What follows belongs to an exercise in optimizing a design on an open flow for small area and a short achievable clock period; a production flow would make more cautious choices.
The RTL was checked by simulation tests, not by an equivalence proof against the original design.
Power is estimated from default activity; no workload was simulated.

==> build 9 <==
==> flow/design.v <==
module ALU(A, asel, Bin, ALUop, out, Z);
  input [15:0] A, Bin;
  input asel;
  input [1:0] ALUop;
  output [15:0] out;
  output Z;
  wire op_and = ALUop[1] & ~ALUop[0];
  wire cin = ~ALUop[1] & ALUop[0];
  wire [15:0] a = A & {16{~asel & ~(ALUop[1] & ALUop[0])}};
  wire [15:0] x = Bin ^ {16{ALUop[0]}};
  wire [15:0] p = a ^ x;
  wire [15:0] g = a & x;
  reg [15:0] G, P;
  integer i, l;
  always @(*) begin
    G = g;
    P = p;
    G[0] = g[0] | (p[0] & cin);
    for (l = 0; l < 4; l = l + 1)
      for (i = 0; i < 16; i = i + 1)
        if (i & (1 << l)) begin
          G[i] = G[i] | (P[i] & G[((i >> l) << l) - 1]);
          P[i] = P[i] & P[((i >> l) << l) - 1];
        end
  end
  wire [15:0] sum = p ^ {G[14:0], cin};
  assign out = op_and ? g : sum;
  wire [15:0] k = a | x;
  wire z_add = &(p ~^ {k[14:0], cin});
  assign Z = op_and ? ~|g : z_add;
endmodule
module shifter(in, shift, sout);
  input [15:0] in;
  input [1:0] shift;
  output reg [15:0] sout;
  always @(*) begin
    case (shift)
      2'b00: sout = in;
      2'b01: sout = {in[14:0], 1'b0};
      2'b10: sout = {1'b0, in[15:1]};
      default: sout = {in[15], in[15:1]};
    endcase
  end
endmodule
module regfile(clk, write, writenum, data_in, readnum, data_out);
  input clk, write;
  input [2:0] writenum, readnum;
  input [15:0] data_in;
  output reg [15:0] data_out;
  reg [15:0] R0, R1, R2, R3, R4, R5, R6, R7;
  always @(posedge clk) begin
    if (write && writenum == 3'd0) R0 <= data_in;
    if (write && writenum == 3'd1) R1 <= data_in;
    if (write && writenum == 3'd2) R2 <= data_in;
    if (write && writenum == 3'd3) R3 <= data_in;
    if (write && writenum == 3'd4) R4 <= data_in;
    if (write && writenum == 3'd5) R5 <= data_in;
    if (write && writenum == 3'd6) R6 <= data_in;
    if (write && writenum == 3'd7) R7 <= data_in;
  end
  always @(*) begin
    case (readnum)
      3'd0: data_out = R0;
      3'd1: data_out = R1;
      3'd2: data_out = R2;
      3'd3: data_out = R3;
      3'd4: data_out = R4;
      3'd5: data_out = R5;
      3'd6: data_out = R6;
      default: data_out = R7;
    endcase
  end
endmodule
module datapath (clk,
                 readnum, vsel, loada, loadb,
                 shift, asel, bsel, ALUop, loadc, loads,
                 writenum, write, datapath_in,
                 Z_out, datapath_out);
  input [15:0] datapath_in;
  output [15:0] datapath_out;
  input write, vsel, loada, loadb, asel, bsel, loadc, loads, clk;
  input [2:0] readnum, writenum;
  input [1:0] shift, ALUop;
  output Z_out;
  reg [15:0] A, B, C;
  reg Z;
  wire [15:0] rdata, sout, Bin, out;
  wire zero;
  regfile REGFILE(.clk(clk), .write(write), .writenum(writenum),
                  .data_in(vsel ? datapath_in : C),
                  .readnum(readnum), .data_out(rdata));
  shifter U1(.in(B), .shift(shift), .sout(sout));
  assign Bin = bsel ? {11'b0, datapath_in[4:0]} : sout;
  ALU U2(.A(A), .asel(asel), .Bin(Bin), .ALUop(ALUop), .out(out), .Z(zero));
  always @(posedge clk) begin
    if (loada) A <= rdata;
    if (loadb) B <= rdata;
    if (loadc) C <= out;
    if (loads) Z <= zero;
  end
  assign datapath_out = C;
  assign Z_out = Z;
endmodule
==> flow/run.sh <==
#!/bin/bash
# synth_recipe.tcl (not shown) runs the flow's synth.tcl, then flattens the netlist and writes it again
# the make line also repeats each setting of config.mk as NAME=value (left out here)
make -C /OpenROAD-flow-scripts/flow DESIGN_CONFIG=/design/flow/config.mk WORK_HOME=/design/flow/orfs CLKGATE_MAP_FILE= SYNTH_SCRIPT=/design/flow/synth_recipe.tcl finish
==> flow/config.mk <==
export PLATFORM = sky130hd
export DESIGN_NAME = datapath
export DESIGN_NICKNAME = datapath
export VERILOG_FILES = /design/flow/design.v
export SDC_FILE = /design/flow/constraint.sdc
export NUM_CORES = 4
export LEC_CHECK = 0
export CAP_MARGIN = 20
export CORE_MARGIN = 2
export CORE_UTILIZATION = 40
export SLEW_MARGIN = 20
==> flow/constraint.sdc <==
create_clock -name core_clock -period 6.0 [get_ports {clk}]
set_input_delay 1.2000 -clock core_clock [delete_from_list [all_inputs] [get_ports {clk}]]
set_output_delay 1.2000 -clock core_clock [all_outputs]
set_load 0.01 [all_outputs]
==> trial 25: changes against build 9 <==
==> flow/design.v (replaced) <==
module ALU(Ain,Bin,ALUop,out,Z);
  input [15:0] Ain, Bin;
  input [1:0] ALUop;
  output [15:0] out;
  output Z;  
  reg [15:0] result;
  assign out = result;
  assign Z = ( result == 16'b0000_0000_0000_0000 );
  always @(*) begin
    case(ALUop)
	   2'b00: result = Ain + Bin;
		2'b01: result = Ain - Bin;
		2'b10: result = Ain & Bin;
		2'b11: result = ~Bin;
	   default: result = 16'bxxxx_xxxx_xxxx_xxxx;
	 endcase
  end
endmodule
module shifter(in,shift,sout);
  input [15:0] in;
  input [1:0] shift;
  output [15:0] sout;
  reg [15:0] result;
  assign sout = result;
  always @(*) begin
    case (shift)
	   2'b00: result = in;
		2'b01: result = {in[14:0], 1'b0};
		2'b10: result = {1'b0, in[15:1]};
		2'b11: result = {in[15], in[15:1]};
		default: result = 16'bxxxx_xxxx_xxxx_xxxx;
    endcase
  end
endmodule
module regfile(data_in, writenum, write, readnum, clk, data_out);
	input [15:0] data_in;
	input [2:0] writenum, readnum;
	input write, clk;
	output [15:0] data_out;
	wire [7:0] hot_writenum, hot_readnum;
	wire [15:0] R0, R1, R2, R3, R4, R5, R6, R7;
	wire en0, en1, en2, en3, en4, en5, en6, en7;
	assign en0 = write & hot_writenum[0];
	assign en1 = write & hot_writenum[1];
	assign en2 = write & hot_writenum[2];
	assign en3 = write & hot_writenum[3];
	assign en4 = write & hot_writenum[4];
	assign en5 = write & hot_writenum[5];
	assign en6 = write & hot_writenum[6];
	assign en7 = write & hot_writenum[7];
	decoder38a writex(writenum, hot_writenum);
   decoder38a readx(readnum, hot_readnum);
	vDFFE r0(clk, en0, data_in, R0);
	vDFFE r1(clk, en1, data_in, R1);
	vDFFE r2(clk, en2, data_in, R2);
	vDFFE r3(clk, en3, data_in, R3);
	vDFFE r4(clk, en4, data_in, R4);
	vDFFE r5(clk, en5, data_in, R5);
	vDFFE r6(clk, en6, data_in, R6);
	vDFFE r7(clk, en7, data_in, R7);
   mux8 outx(R0, R1, R2, R3, R4, R5, R6, R7, hot_readnum, data_out);
endmodule
module mux2(a0, a1, s, b);
	input [15:0] a0, a1;
	input s;
	output [15:0] b;
	assign b = s ? a1 : a0;  
endmodule
module mux8(a0, a1, a2, a3, a4, a5, a6, a7, s, b);
	input [15:0] a0, a1, a2, a3, a4, a5, a6, a7;
	input [7:0] s;
	output [15:0] b;
	assign b = ({16{s[0]}} & a0) | 
				  ({16{s[1]}} & a1) |
				  ({16{s[2]}} & a2) |
				  ({16{s[3]}} & a3) |
				  ({16{s[4]}} & a4) |
				  ({16{s[5]}} & a5) |
				  ({16{s[6]}} & a6) |
				  ({16{s[7]}} & a7) ;	
endmodule
module decoder38a(a, b);
	input [2:0] a;
	output [7:0] b;
	wire [7:0] b = 1 << a;  
endmodule
module vDFFE(clk, en, in, out);
	input clk, en;
	input [15:0] in;
	output [15:0] out;
	reg [15:0] out;
	wire [15:0] next_out;
	assign next_out = en ? in : out;  
	always @(posedge clk) begin
		out <= next_out;
	end
endmodule
module datapath (clk, 
                 readnum, vsel, loada, loadb, 
					  shift, asel, bsel, ALUop, loadc, loads, 
					  writenum, write, datapath_in, 
					  Z_out, datapath_out);
  input [15:0] datapath_in;
  output [15:0] datapath_out;
  input write, vsel, loada, loadb, asel, bsel, loadc, loads, clk;
  input [2:0] readnum, writenum;
  input [1:0] shift, ALUop;
  output Z_out;
  wire [15:0] data_in, data_out, Aload, Bload, sout, Ain, Bin, out;
  wire Z;
  mux2 mod9(datapath_out, datapath_in, vsel, data_in);
  regfile REGFILE(data_in, writenum, write, readnum, clk, data_out);
  vDFFE mod3(clk, loada, data_out, Aload);
  vDFFE mod4(clk, loadb, data_out, Bload);
  mux2 mod6(Aload, 16'b0000_0000_0000_0000, asel, Ain);
  mux2 mod7(sout, {11'b0, datapath_in[4:0]}, bsel, Bin);
  shifter U1(Bload, shift, sout);
  ALU U2(Ain,Bin,ALUop,out,Z);
  vDFFE mod5(clk, loadc, out, datapath_out);
  vDFFE mod10(clk, loads, Z, Z_out);
endmodule
==> run summary <==
- Trial 25 completed without violations. Build 9 completed without violations.
- Against trial 25, the register-to-register slack of build 9 is better by 900 ps.
- Against trial 25, the wire length of build 9 is lower by about 9%.
- In power, build 9 and trial 25 hardly differ.
- Against trial 25, the combinational power of build 9 is smaller by 11%.
- Clock-buffer cell count is the same in build 9 and trial 25.
- Sequential cell count is the same in build 9 and trial 25.
- Between build 9 and trial 25, the lower clock skew is in trial 25 (gap 6.1 ps).
- Between build 9 and trial 25, the lower cell count is in build 9 (gap 5.6%, measured against trial 25).
- In build 9 the worst setup slack is better than in trial 25, by 860 ps.
- In trial 25 the non-clock buffer count is higher than in build 9, by 33.

==> static timing again, ports no longer ideal <==
The flow's constraints put no driver on any port. The routed layouts listed below were extracted and timed again, unchanged, in two steps. Step 1 sets driving cells, clkbuf_16 on the clock port and buf_2 on the other inputs (assumed; they add their load-dependent delay and slew). Step 2 moves the port delays by t, midway between the first and last clock arrival at a register: inputs arrive t later, outputs are due t later. That takes back most of the time a late clock gives input paths. Slacks: ideal / step 1 / step 2; pairs: ideal / step 1.
run | shift t [ns] | slack for setup (ns) | slew at the worst register clock pin (ns) | worst slew at a driven data input, ns | pins driven straight from the clock port
build 9 | 0.466 | 1.240 / 1.249 / 0.784 | 0.08 / 0.08 | 0.04 | 1
trial 25 | 0.467 | 0.383 / 0.383 / -0.084 | 0.07 / 0.07 | 0.05 | 1
Met with ideal ports but missed after step 2: setup timing in trial 25. For trial 25, which loses most, drivers alone change the setup slack by 0.000 ns; drivers and shift together by -0.467 ns.
